From an optimization exercise on the open Yosys and OpenROAD flow, aimed at small area, a short achievable clock period and few clock cycles; shortcuts taken in it are not production practice. RTL that was checked went through simulation tests only; none was proved equivalent to the original. Power is estimated from default activity; no workload was simulated.

## dmc_top
module dmc_top (
    input         clk_i,
    input         rst_n_i,
    input         start_i,
    input         read_i,
    input         write_i,
    input  [31:0] address_i,
    input  [31:0] data_i,
    output [31:0] data_o,
    output        ready_o,
    output        mem_read_o,
    output        mem_write_o,
    output [31:0] mem_address_o,
    output [31:0] mem_data_o,
    input  [31:0] mem_data_i
);
reg [31:0]  store [0:15];      
reg [27:0]  tag   [0:3];
reg [3:0]   pres  [0:3];       
reg [3:0]   dirty;
reg        busy;               
reg        rdy;                
reg        mrd;                
reg [31:0] dreg;               
reg [31:0] wdat;               
reg        byp;                
reg        nbyp;               
reg        pw_v;
reg [3:0]  pw_a;               
reg        pw_mem;             
reg        pw_dreg;            
reg [27:0] vtag;               
reg [3:0]  ra_a;               
reg        ra_rd;              
reg [3:0]  mm;                 
reg [3:0]  av;                 
reg [1:0]  wp;                 
reg [31:0] mdo;                
reg        owr;                
reg [1:0]  oj;                 
wire [1:0]  idx = address_i[3:2];
wire [1:0]  off = address_i[1:0];
wire [27:0] tg  = address_i[31:4];
wire        req = rdy && start_i && (read_i || write_i);
wire        rd  = read_i;
wire        wr  = !read_i;
wire [27:0] ti = tag[idx];
wire        tmatch = ti == tg;
wire [3:0]  match;
wire [15:0] asel;
wire [15:0] wsel;
wire [15:0] sel;
genvar g;
generate
    for (g = 0; g < 4; g = g + 1) begin : cmp
        assign match[g] = tmatch;    
    end
    for (g = 0; g < 16; g = g + 1) begin : dec
        assign asel[g] = address_i[3:0] == g;
        assign wsel[g] = busy && {ra_a[3:2], wp} == g;
        assign sel[g]  = (rdy && asel[g]) || wsel[g];
  ...
==> module dmc_top, before the edit <==
module dmc_top (
    input         clk_i,
    input         rst_n_i,
    input         start_i,
    input         read_i,
    input         write_i,
    input  [31:0] address_i,
    input  [31:0] data_i,
    output [31:0] data_o,
    output        ready_o,
    output        mem_read_o,
    output        mem_write_o,
    output [31:0] mem_address_o,
    output [31:0] mem_data_o,
    input  [31:0] mem_data_i
);
reg [31:0]  store [0:15];      
reg [27:0]  tag   [0:3];
reg [3:0]   pres  [0:3];       
reg [3:0]   dirty;
reg        busy;               
reg        rdy;                
reg        mrd;                
reg [31:0] dreg;               
reg [31:0] wdat;               
reg        byp;                
reg        nbyp;               
reg        pw_v;
reg [3:0]  pw_a;               
reg        pw_mem;             
reg        pw_dreg;            
reg [27:0] vtag;               
reg [3:0]  ra_a;               
reg        ra_rd;              
reg [3:0]  mm;                 
reg [3:0]  av;                 
reg [1:0]  wp;                 
reg [31:0] mdo;                
reg        owr;                
reg [1:0]  oj;                 
wire [1:0]  idx = address_i[3:2];
wire [1:0]  off = address_i[1:0];
wire [27:0] tg  = address_i[31:4];
wire        req = rdy && start_i && (read_i || write_i);
wire        rd  = read_i;
wire        wr  = !read_i;
wire [27:0] ti = tag[idx];
wire        tmatch = ti == tg;
wire [3:0]  match;
wire [15:0] asel;
wire [15:0] wsel;
wire [15:0] sel;
genvar g;
generate
    for (g = 0; g < 4; g = g + 1) begin : cmp
        assign match[g] = tmatch;    
    end
    for (g = 0; g < 16; g = g + 1) begin : dec
        assign asel[g] = address_i[3:0] == g;
        assign wsel[g] = busy && {ra_a[3:2], wp} == g;
        assign sel[g]  = (rdy && asel[g]) || wsel[g];
    end
endgenerate
wire [3:0]  lv, lh, ld, lp;
generate
    for (g = 0; g < 4; g = g + 1) begin : line_state
        assign lv[g] = |pres[g];
        assign lh[g] = lv[g] && match[g];
        assign ld[g] = lv[g] && !match[g] && dirty[g];
        assign lp[g] = lh[g] && pres[g][off];
    end
endgenerate
wire [3:0]  pi      = pres[idx];
wire        dm      = ld[idx];
wire        present = lp[idx];
wire [31:0] wbus = pw_mem ? mem_data_i : pw_dreg ? dreg : wdat;
reg  [31:0] rword;
integer k;
always @(*) begin
    rword = 32'd0;
    for (k = 0; k < 16; k = k + 1)
        rword = rword | ({32{sel[k]}} & store[k]);
end
wire        rfwd   = pw_v && (pw_a == address_i[3:0]);
wire        mfwd   = pw_v && (pw_a == {ra_a[3:2], wp});
wire [3:0]  mi     = ~pi;
wire [1:0]  mij    = mi[0] ? 2'd0 : mi[1] ? 2'd1 : mi[2] ? 2'd2 : 2'd3;
wire [1:0]  mmj    = mm[0] ? 2'd0 : mm[1] ? 2'd1 : mm[2] ? 2'd2 : 2'd3;
wire        wavail = av[wp] || (pw_v && pw_a[1:0] == wp);
wire        last   = owr && oj == 2'd3;
wire        issue_w = !last && mm == 4'd0 && wavail;
wire [1:0]  wp_n   = issue_w ? wp + 2'd1 : wp;
assign ready_o       = rdy;
assign data_o        = ({32{byp}} & mem_data_i) | ({32{nbyp}} & dreg);
assign mem_read_o    = (rdy && start_i && read_i) || mrd;
assign mem_write_o   = owr;
assign mem_address_o = ({32{rdy}} & address_i) | ({32{busy}} & {vtag, ra_a[3:2], oj});
assign mem_data_o    = mdo;
always @(posedge clk_i) begin
    if (pw_v)
        store[pw_a] <= wbus;
    if (req && rd)
        dreg <= rfwd ? wbus : rword;
    else if (byp)
        dreg <= mem_data_i;
    if (req && wr)
        wdat <= data_i;
    mdo <= mfwd ? wbus : rword;
    byp  <= req && rd && !present;
    nbyp <= !(req && rd && !present);
    pw_v <= 1'b0;
    if (!busy) begin
        vtag <= ti;
        ra_a <= address_i[3:0];
        ra_rd <= rd;
        av   <= pi;
        mrd  <= req && dm && mi != 4'd0;
        owr  <= 1'b0;
        oj   <= mij;
        mm   <= mi & ~(4'd1 << mij);
        wp   <= 2'd0;
    end
    if (req) begin
        tag[idx] <= tg;
        pw_a   <= address_i[3:0];
        pw_mem <= rd;
        pw_dreg <= 1'b0;
        if (dm) begin
            busy <= 1'b1;
            rdy  <= 1'b0;
        end else
            pw_v <= wr || !present;
        for (k = 0; k < 4; k = k + 1)
            if (idx == k) begin
                pres[k]  <= (lh[k] ? pres[k] : 4'd0) | (4'd1 << off);
                dirty[k] <= (lh[k] && dirty[k]) || wr;
            end
    end
    if (busy) begin
        if (pw_v)
            av[pw_a[1:0]] <= 1'b1;
        if (mrd) begin
            pw_v   <= 1'b1;
            pw_a   <= {ra_a[3:2], oj};
            pw_mem <= 1'b1;
        end
        wp   <= wp_n;
        if (last) begin
            busy   <= 1'b0;
            rdy    <= 1'b1;
            mrd    <= 1'b0;
            owr    <= 1'b0;
            pw_v   <= 1'b1;
            pw_a   <= ra_a;
            pw_mem <= 1'b0;
            pw_dreg <= ra_rd;
        end else if (mm != 4'd0) begin
            mrd    <= 1'b1;
            owr    <= 1'b0;
            oj     <= mmj;
            mm     <= mm & ~(4'd1 << mmj);
        end else begin
            mrd    <= 1'b0;
            owr    <= issue_w;
            oj     <= wp;
        end
    end
    if (!rst_n_i) begin
        busy <= 1'b0;
        rdy  <= 1'b1;
        mrd  <= 1'b0;
        byp  <= 1'b0;
        nbyp <= 1'b1;
        pw_v <= 1'b0;
        owr  <= 1'b0;
        for (k = 0; k < 4; k = k + 1)
            pres[k] <= 4'd0;
    end
end
endmodule
clock: 5.0 ns
lec_check: 0
cap_margin: 20
core_margin: 2
core_utilization: 40
cts_buf_list: sky130_fd_sc_hd__clkbuf_16
cts_cluster_diameter: 60
cts_cluster_size: 24
setup_slack_margin: 2.3
slew_margin: 20
standard.sh (not shown) runs the stock make flow with config.mk's settings and CLKGATE_MAP_FILE= SYNTH_SCRIPT=/design/flow/synth_recipe.tcl, a recipe that flattens the netlist after the stock synthesis.
==> flow/flow/run.sh <==
#!/bin/bash
# The standard layout, with the ports buffered by plain buffers instead of the
# delay cells buffer_ports picks by default.
set -euo pipefail
export BUFFER_PORTS_ARGS="-buffer_cell sky130_fd_sc_hd__buf_4"
bash standard.sh > standard.log 2>&1
The starting point passed the timing, design-rule and antenna checks.
==> next run, changes <==
--- a/flow/design.v
+++ b/flow/design.v
@@ -74,15 +74,16 @@
 wire        dm      = ld[idx];
 wire        present = lp[idx];
 wire [31:0] wbus = pw_mem ? mem_data_i : pw_dreg ? dreg : wdat;
+wire        rfwd   = pw_v && (pw_a == address_i[3:0]);
+wire        mfwd   = pw_v && (pw_a == {ra_a[3:2], wp});
+wire        fsel   = (rdy && rfwd) || (busy && mfwd);
 reg  [31:0] rword;
 integer k;
 always @(*) begin
-    rword = 32'd0;
+    rword = {32{fsel}} & wbus;
     for (k = 0; k < 16; k = k + 1)
-        rword = rword | ({32{sel[k]}} & store[k]);
+        rword = rword | ({32{sel[k] && !(pw_v && pw_a == k)}} & store[k]);
 end
-wire        rfwd   = pw_v && (pw_a == address_i[3:0]);
-wire        mfwd   = pw_v && (pw_a == {ra_a[3:2], wp});
 wire [3:0]  mi     = ~pi;
 wire [1:0]  mij    = mi[0] ? 2'd0 : mi[1] ? 2'd1 : mi[2] ? 2'd2 : 2'd3;
 wire [1:0]  mmj    = mm[0] ? 2'd0 : mm[1] ? 2'd1 : mm[2] ? 2'd2 : 2'd3;
@@ -100,12 +101,12 @@
     if (pw_v)
         store[pw_a] <= wbus;
     if (req && rd)
-        dreg <= rfwd ? wbus : rword;
+        dreg <= rword;
     else if (byp)
         dreg <= mem_data_i;
     if (req && wr)
         wdat <= data_i;
-    mdo <= mfwd ? wbus : rword;
+    mdo <= rword;
     byp  <= req && rd && !present;
     nbyp <= !(req && rd && !present);
     pw_v <= 1'b0;
Result:
- The new run completed without violations
- sequential share of layout area grows by 2.5 points
- routed wire length is lower by 1.9%
- area after synthesis goes down by 1.1%
- register-to-register slack is better by 30 ps
- setup slack degrades by 44 ps
- cell count goes down by 2.4%
- critical path depth stays the same
- sequential power goes down by about 0.9%
- die area fell by 1.0%
- via count went down by 1.8%
- hold slack improved by 31 ps
- utilization fell by 1.2 points
- clock skew goes up by 25 ps
- clock-buffer cell count drops by 1
Testbench counts after the change, summed over its fixed seeds: cycles 8,771.
Only the layout flow was run in the first run of this note; the RTL was not checked for function there.


run a:
The RTL this note starts from:
==> flow/design.v <==
module dmc_top (
    input         clk_i,
    input         rst_n_i,
    input         start_i,
    input         read_i,
    input         write_i,
    input  [31:0] address_i,
    input  [31:0] data_i,
    output [31:0] data_o,
    output        ready_o,
    output        mem_read_o,
    output        mem_write_o,
    output [31:0] mem_address_o,
    output [31:0] mem_data_o,
    input  [31:0] mem_data_i
);
reg [31:0]  store [0:15];      
reg [27:0]  tag   [0:3];
reg [3:0]   pres  [0:3];       
reg [3:0]   dirty;
reg        busy;               
reg        rdy;                
reg        mrd;                
reg [31:0] dreg;               
reg [31:0] wdat;               
reg        byp;                
reg        nbyp;               
reg        pw_v;
reg [3:0]  pw_a;               
reg        pw_mem;             
reg        pw_dreg;            
reg [27:0] vtag;               
reg [3:0]  ra_a;               
reg        ra_rd;              
reg [3:0]  mm;                 
reg [3:0]  av;                 
reg [1:0]  wp;                 
reg [31:0] mdo;                
reg        owr;                
reg [1:0]  oj;                 
wire [1:0]  idx = address_i[3:2];
wire [1:0]  off = address_i[1:0];
wire [27:0] tg  = address_i[31:4];
wire        req = rdy && start_i && (read_i || write_i);
wire        rd  = read_i;
wire        wr  = !read_i;
wire [27:0] ti = tag[idx];
wire        tmatch = ti == tg;
wire [3:0]  match;
wire [15:0] asel;
wire [15:0] wsel;
wire [15:0] sel;
genvar g;
generate
    for (g = 0; g < 4; g = g + 1) begin : cmp
        assign match[g] = tmatch;    
    end
    for (g = 0; g < 16; g = g + 1) begin : dec
        assign asel[g] = address_i[3:0] == g;
        assign wsel[g] = busy && {ra_a[3:2], wp} == g;
        assign sel[g]  = (rdy && asel[g]) || wsel[g];
    end
endgenerate
wire [3:0]  lv, lh, ld, lp;
generate
    for (g = 0; g < 4; g = g + 1) begin : line_state
        assign lv[g] = |pres[g];
        assign lh[g] = lv[g] && match[g];
        assign ld[g] = lv[g] && !match[g] && dirty[g];
        assign lp[g] = lh[g] && pres[g][off];
    end
endgenerate
wire [3:0]  pi      = pres[idx];
wire        dm      = ld[idx];
wire        present = lp[idx];
wire [31:0] wbus = pw_mem ? mem_data_i : pw_dreg ? dreg : wdat;
wire        rfwd   = pw_v && (pw_a == address_i[3:0]);
wire        mfwd   = pw_v && (pw_a == {ra_a[3:2], wp});
wire        fsel   = (rdy && rfwd) || (busy && mfwd);
reg  [31:0] rword;
integer k;
always @(*) begin
    rword = {32{fsel}} & wbus;
    for (k = 0; k < 16; k = k + 1)
        rword = rword | ({32{sel[k] && !(pw_v && pw_a == k)}} & store[k]);
end
wire [3:0]  mi     = ~pi;
wire [1:0]  mij    = mi[0] ? 2'd0 : mi[1] ? 2'd1 : mi[2] ? 2'd2 : 2'd3;
wire [1:0]  mmj    = mm[0] ? 2'd0 : mm[1] ? 2'd1 : mm[2] ? 2'd2 : 2'd3;
wire        wavail = av[wp] || (pw_v && pw_a[1:0] == wp);
wire        last   = owr && oj == 2'd3;
wire        issue_w = !last && mm == 4'd0 && wavail;
wire [1:0]  wp_n   = issue_w ? wp + 2'd1 : wp;
assign ready_o       = rdy;
assign data_o        = ({32{byp}} & mem_data_i) | ({32{nbyp}} & dreg);
assign mem_read_o    = (rdy && start_i && read_i) || mrd;
assign mem_write_o   = owr;
assign mem_address_o = ({32{rdy}} & address_i) | ({32{busy}} & {vtag, ra_a[3:2], oj});
assign mem_data_o    = mdo;
always @(posedge clk_i) begin
    if (pw_v)
        store[pw_a] <= wbus;
    if (req && rd)
        dreg <= rword;
    else if (byp)
        dreg <= mem_data_i;
    if (req && wr)
        wdat <= data_i;
    mdo <= rword;
    byp  <= req && rd && !present;
    nbyp <= !(req && rd && !present);
    pw_v <= 1'b0;
    if (!busy) begin
        vtag <= ti;
        ra_a <= address_i[3:0];
        ra_rd <= rd;
        av   <= pi;
        mrd  <= req && dm && mi != 4'd0;
        owr  <= 1'b0;
        oj   <= mij;
        mm   <= mi & ~(4'd1 << mij);
        wp   <= 2'd0;
    end
    if (req) begin
        tag[idx] <= tg;
        pw_a   <= address_i[3:0];
        pw_mem <= rd;
        pw_dreg <= 1'b0;
        if (dm) begin
            busy <= 1'b1;
            rdy  <= 1'b0;
        end else
            pw_v <= wr || !present;
        for (k = 0; k < 4; k = k + 1)
            if (idx == k) begin
                pres[k]  <= (lh[k] ? pres[k] : 4'd0) | (4'd1 << off);
                dirty[k] <= (lh[k] && dirty[k]) || wr;
            end
    end
    if (busy) begin
        if (pw_v)
            av[pw_a[1:0]] <= 1'b1;
        if (mrd) begin
            pw_v   <= 1'b1;
            pw_a   <= {ra_a[3:2], oj};
            pw_mem <= 1'b1;
        end
        wp   <= wp_n;
        if (last) begin
            busy   <= 1'b0;
            rdy    <= 1'b1;
            mrd    <= 1'b0;
            owr    <= 1'b0;
            pw_v   <= 1'b1;
            pw_a   <= ra_a;
            pw_mem <= 1'b0;
            pw_dreg <= ra_rd;
        end else if (mm != 4'd0) begin
            mrd    <= 1'b1;
            owr    <= 1'b0;
            oj     <= mmj;
            mm     <= mm & ~(4'd1 << mmj);
        end else begin
            mrd    <= 1'b0;
            owr    <= issue_w;
            oj     <= wp;
        end
    end
    if (!rst_n_i) begin
        busy <= 1'b0;
        rdy  <= 1'b1;
        mrd  <= 1'b0;
        byp  <= 1'b0;
        nbyp <= 1'b1;
        pw_v <= 1'b0;
        owr  <= 1'b0;
        for (k = 0; k < 4; k = k + 1)
            pres[k] <= 4'd0;
    end
end
endmodule
clock: 5.0 ns
lec_check: 0
cap_margin: 20
core_margin: 2
core_utilization: 40
cts_buf_list: sky130_fd_sc_hd__clkbuf_16
cts_cluster_diameter: 60
cts_cluster_size: 24
setup_slack_margin: 2.1
slew_margin: 20
Scripts as last shown in full above: flow/flow/run.sh
Testbench counts of run a, summed over its fixed seeds: cycles 8,771.
diff inputs: run a => run b
--- a/flow/design.v
+++ b/flow/design.v
@@ -24,12 +24,13 @@
 reg [31:0] dreg;               
 reg [31:0] wdat;               
 reg        byp;                
 reg        nbyp;               
 reg        pw_v;
 reg [3:0]  pw_a;               
+reg [15:0] pwe;                
 reg        pw_mem;             
 reg        pw_dreg;            
 reg [27:0] vtag;               
 reg [3:0]  ra_a;               
 reg        ra_rd;              
 reg [3:0]  mm;                 
@@ -41,22 +42,20 @@
 wire [1:0]  idx = address_i[3:2];
 wire [1:0]  off = address_i[1:0];
 wire [27:0] tg  = address_i[31:4];
 wire        req = rdy && start_i && (read_i || write_i);
 wire        rd  = read_i;
 wire        wr  = !read_i;
-wire [27:0] ti = tag[idx];
-wire        tmatch = ti == tg;
 wire [3:0]  match;
 wire [15:0] asel;
 wire [15:0] wsel;
 wire [15:0] sel;
 genvar g;
 generate
     for (g = 0; g < 4; g = g + 1) begin : cmp
-        assign match[g] = tmatch;    
+        assign match[g] = (tag[g] == tg);
     end
     for (g = 0; g < 16; g = g + 1) begin : dec
         assign asel[g] = address_i[3:0] == g;
         assign wsel[g] = busy && {ra_a[3:2], wp} == g;
         assign sel[g]  = (rdy && asel[g]) || wsel[g];
     end
@@ -71,22 +70,21 @@
     end
 endgenerate
 wire [3:0]  pi      = pres[idx];
 wire        dm      = ld[idx];
 wire        present = lp[idx];
 wire [31:0] wbus = pw_mem ? mem_data_i : pw_dreg ? dreg : wdat;
-wire        rfwd   = pw_v && (pw_a == address_i[3:0]);
-wire        mfwd   = pw_v && (pw_a == {ra_a[3:2], wp});
-wire        fsel   = (rdy && rfwd) || (busy && mfwd);
 reg  [31:0] rword;
 integer k;
 always @(*) begin
-    rword = {32{fsel}} & wbus;
+    rword = 32'd0;
     for (k = 0; k < 16; k = k + 1)
-        rword = rword | ({32{sel[k] && !(pw_v && pw_a == k)}} & store[k]);
+        rword = rword | ({32{sel[k]}} & store[k]);
 end
+wire        rfwd   = pw_v && (pw_a == address_i[3:0]);
+wire        mfwd   = pw_v && (pw_a == {ra_a[3:2], wp});
 wire [3:0]  mi     = ~pi;
 wire [1:0]  mij    = mi[0] ? 2'd0 : mi[1] ? 2'd1 : mi[2] ? 2'd2 : 2'd3;
 wire [1:0]  mmj    = mm[0] ? 2'd0 : mm[1] ? 2'd1 : mm[2] ? 2'd2 : 2'd3;
 wire        wavail = av[wp] || (pw_v && pw_a[1:0] == wp);
 wire        last   = owr && oj == 2'd3;
 wire        issue_w = !last && mm == 4'd0 && wavail;
@@ -95,26 +93,28 @@
 assign data_o        = ({32{byp}} & mem_data_i) | ({32{nbyp}} & dreg);
 assign mem_read_o    = (rdy && start_i && read_i) || mrd;
 assign mem_write_o   = owr;
 assign mem_address_o = ({32{rdy}} & address_i) | ({32{busy}} & {vtag, ra_a[3:2], oj});
 assign mem_data_o    = mdo;
 always @(posedge clk_i) begin
-    if (pw_v)
-        store[pw_a] <= wbus;
+    for (k = 0; k < 16; k = k + 1)
+        if (pwe[k])
+            store[k] <= wbus;
     if (req && rd)
-        dreg <= rword;
+        dreg <= rfwd ? wbus : rword;
     else if (byp)
         dreg <= mem_data_i;
     if (req && wr)
         wdat <= data_i;
-    mdo <= rword;
+    mdo <= mfwd ? wbus : rword;
     byp  <= req && rd && !present;
     nbyp <= !(req && rd && !present);
     pw_v <= 1'b0;
+    pwe  <= 16'd0;
     if (!busy) begin
-        vtag <= ti;
+        vtag <= tag[idx];
         ra_a <= address_i[3:0];
         ra_rd <= rd;
         av   <= pi;
         mrd  <= req && dm && mi != 4'd0;
         owr  <= 1'b0;
         oj   <= mij;
@@ -126,35 +126,39 @@
         pw_a   <= address_i[3:0];
         pw_mem <= rd;
         pw_dreg <= 1'b0;
         if (dm) begin
             busy <= 1'b1;
             rdy  <= 1'b0;
-        end else
+        end else begin
             pw_v <= wr || !present;
+            pwe  <= (wr || !present) ? asel : 16'd0;
+        end
         for (k = 0; k < 4; k = k + 1)
             if (idx == k) begin
                 pres[k]  <= (lh[k] ? pres[k] : 4'd0) | (4'd1 << off);
                 dirty[k] <= (lh[k] && dirty[k]) || wr;
             end
     end
     if (busy) begin
         if (pw_v)
             av[pw_a[1:0]] <= 1'b1;
         if (mrd) begin
             pw_v   <= 1'b1;
+            pwe    <= 16'd1 << {ra_a[3:2], oj};
             pw_a   <= {ra_a[3:2], oj};
             pw_mem <= 1'b1;
         end
         wp   <= wp_n;
         if (last) begin
             busy   <= 1'b0;
             rdy    <= 1'b1;
             mrd    <= 1'b0;
             owr    <= 1'b0;
             pw_v   <= 1'b1;
+            pwe    <= 16'd1 << ra_a;
             pw_a   <= ra_a;
             pw_mem <= 1'b0;
             pw_dreg <= ra_rd;
         end else if (mm != 4'd0) begin
             mrd    <= 1'b1;
             owr    <= 1'b0;
@@ -170,12 +174,13 @@
         busy <= 1'b0;
         rdy  <= 1'b1;
         mrd  <= 1'b0;
         byp  <= 1'b0;
         nbyp <= 1'b1;
         pw_v <= 1'b0;
+        pwe  <= 16'd0;
         owr  <= 1'b0;
         for (k = 0; k < 4; k = k + 1)
             pres[k] <= 4'd0;
     end
 end
 endmodule
## What came out
Measured against run a, the net total in the final layout of run b comes out at 1.10 times the reference value. Run b ends up with higher ratio of cells with drive above 1 in the final layout than run a does. Sequential share of layout area: lower on run b. The layout inverter count without the clock tree in run a is 0.64 times that in run b. Run b against run a; layout multi-input combinational cell count is up by more than 10%. The run with more setup slack is run a; run b has less.
For run b, only the layout was checked, not whether the RTL still works.

what the ideal ports hide:
In the flow no input, the clock included, has a driving cell. The finished layouts below were timed again as built, in two steps.
Step 1 (the two cells are an assumption about what drives the block):
set clk [get_ports {clk_i}]
set_driving_cell -lib_cell sky130_fd_sc_hd__clkbuf_16 $clk
set_driving_cell -lib_cell sky130_fd_sc_hd__buf_2 [delete_from_list [all_inputs] $clk]
Step 2 moves the port delays by t, midway between the first and last clock arrival at a register: inputs arrive t later, outputs are due t later. That takes back most of the time a late clock gives input paths.
a / b / c = no drivers / after step 1 / after step 2; a / b = the first two.
| run | shift t [ns] | setup slack, ns | latest minus earliest clock arrival (ns) | worst register clock-pin slew, ns |
|---|---|---|---|---|
| the first run of note 1 | 0.707 | 2.287 / 2.138 / 1.432 | 0.042 / 0.041 | 0.10 / 0.10 |
| the second run of note 1 | 0.700 | 2.242 / 2.195 / 1.568 | 0.061 / 0.061 | 0.09 / 0.09 |
| run a | 0.692 | 2.172 / 2.119 / 1.512 | 0.055 / 0.055 | 0.10 / 0.10 |
| run b | 0.691 | 2.143 / 2.079 / 1.544 | 0.065 / 0.065 | 0.10 / 0.10 |
After both steps every run listed still meets setup and hold. The setup slack of the first run of note 1, which loses most, moves by -0.149 ns with the drivers and by -0.855 ns with both steps.
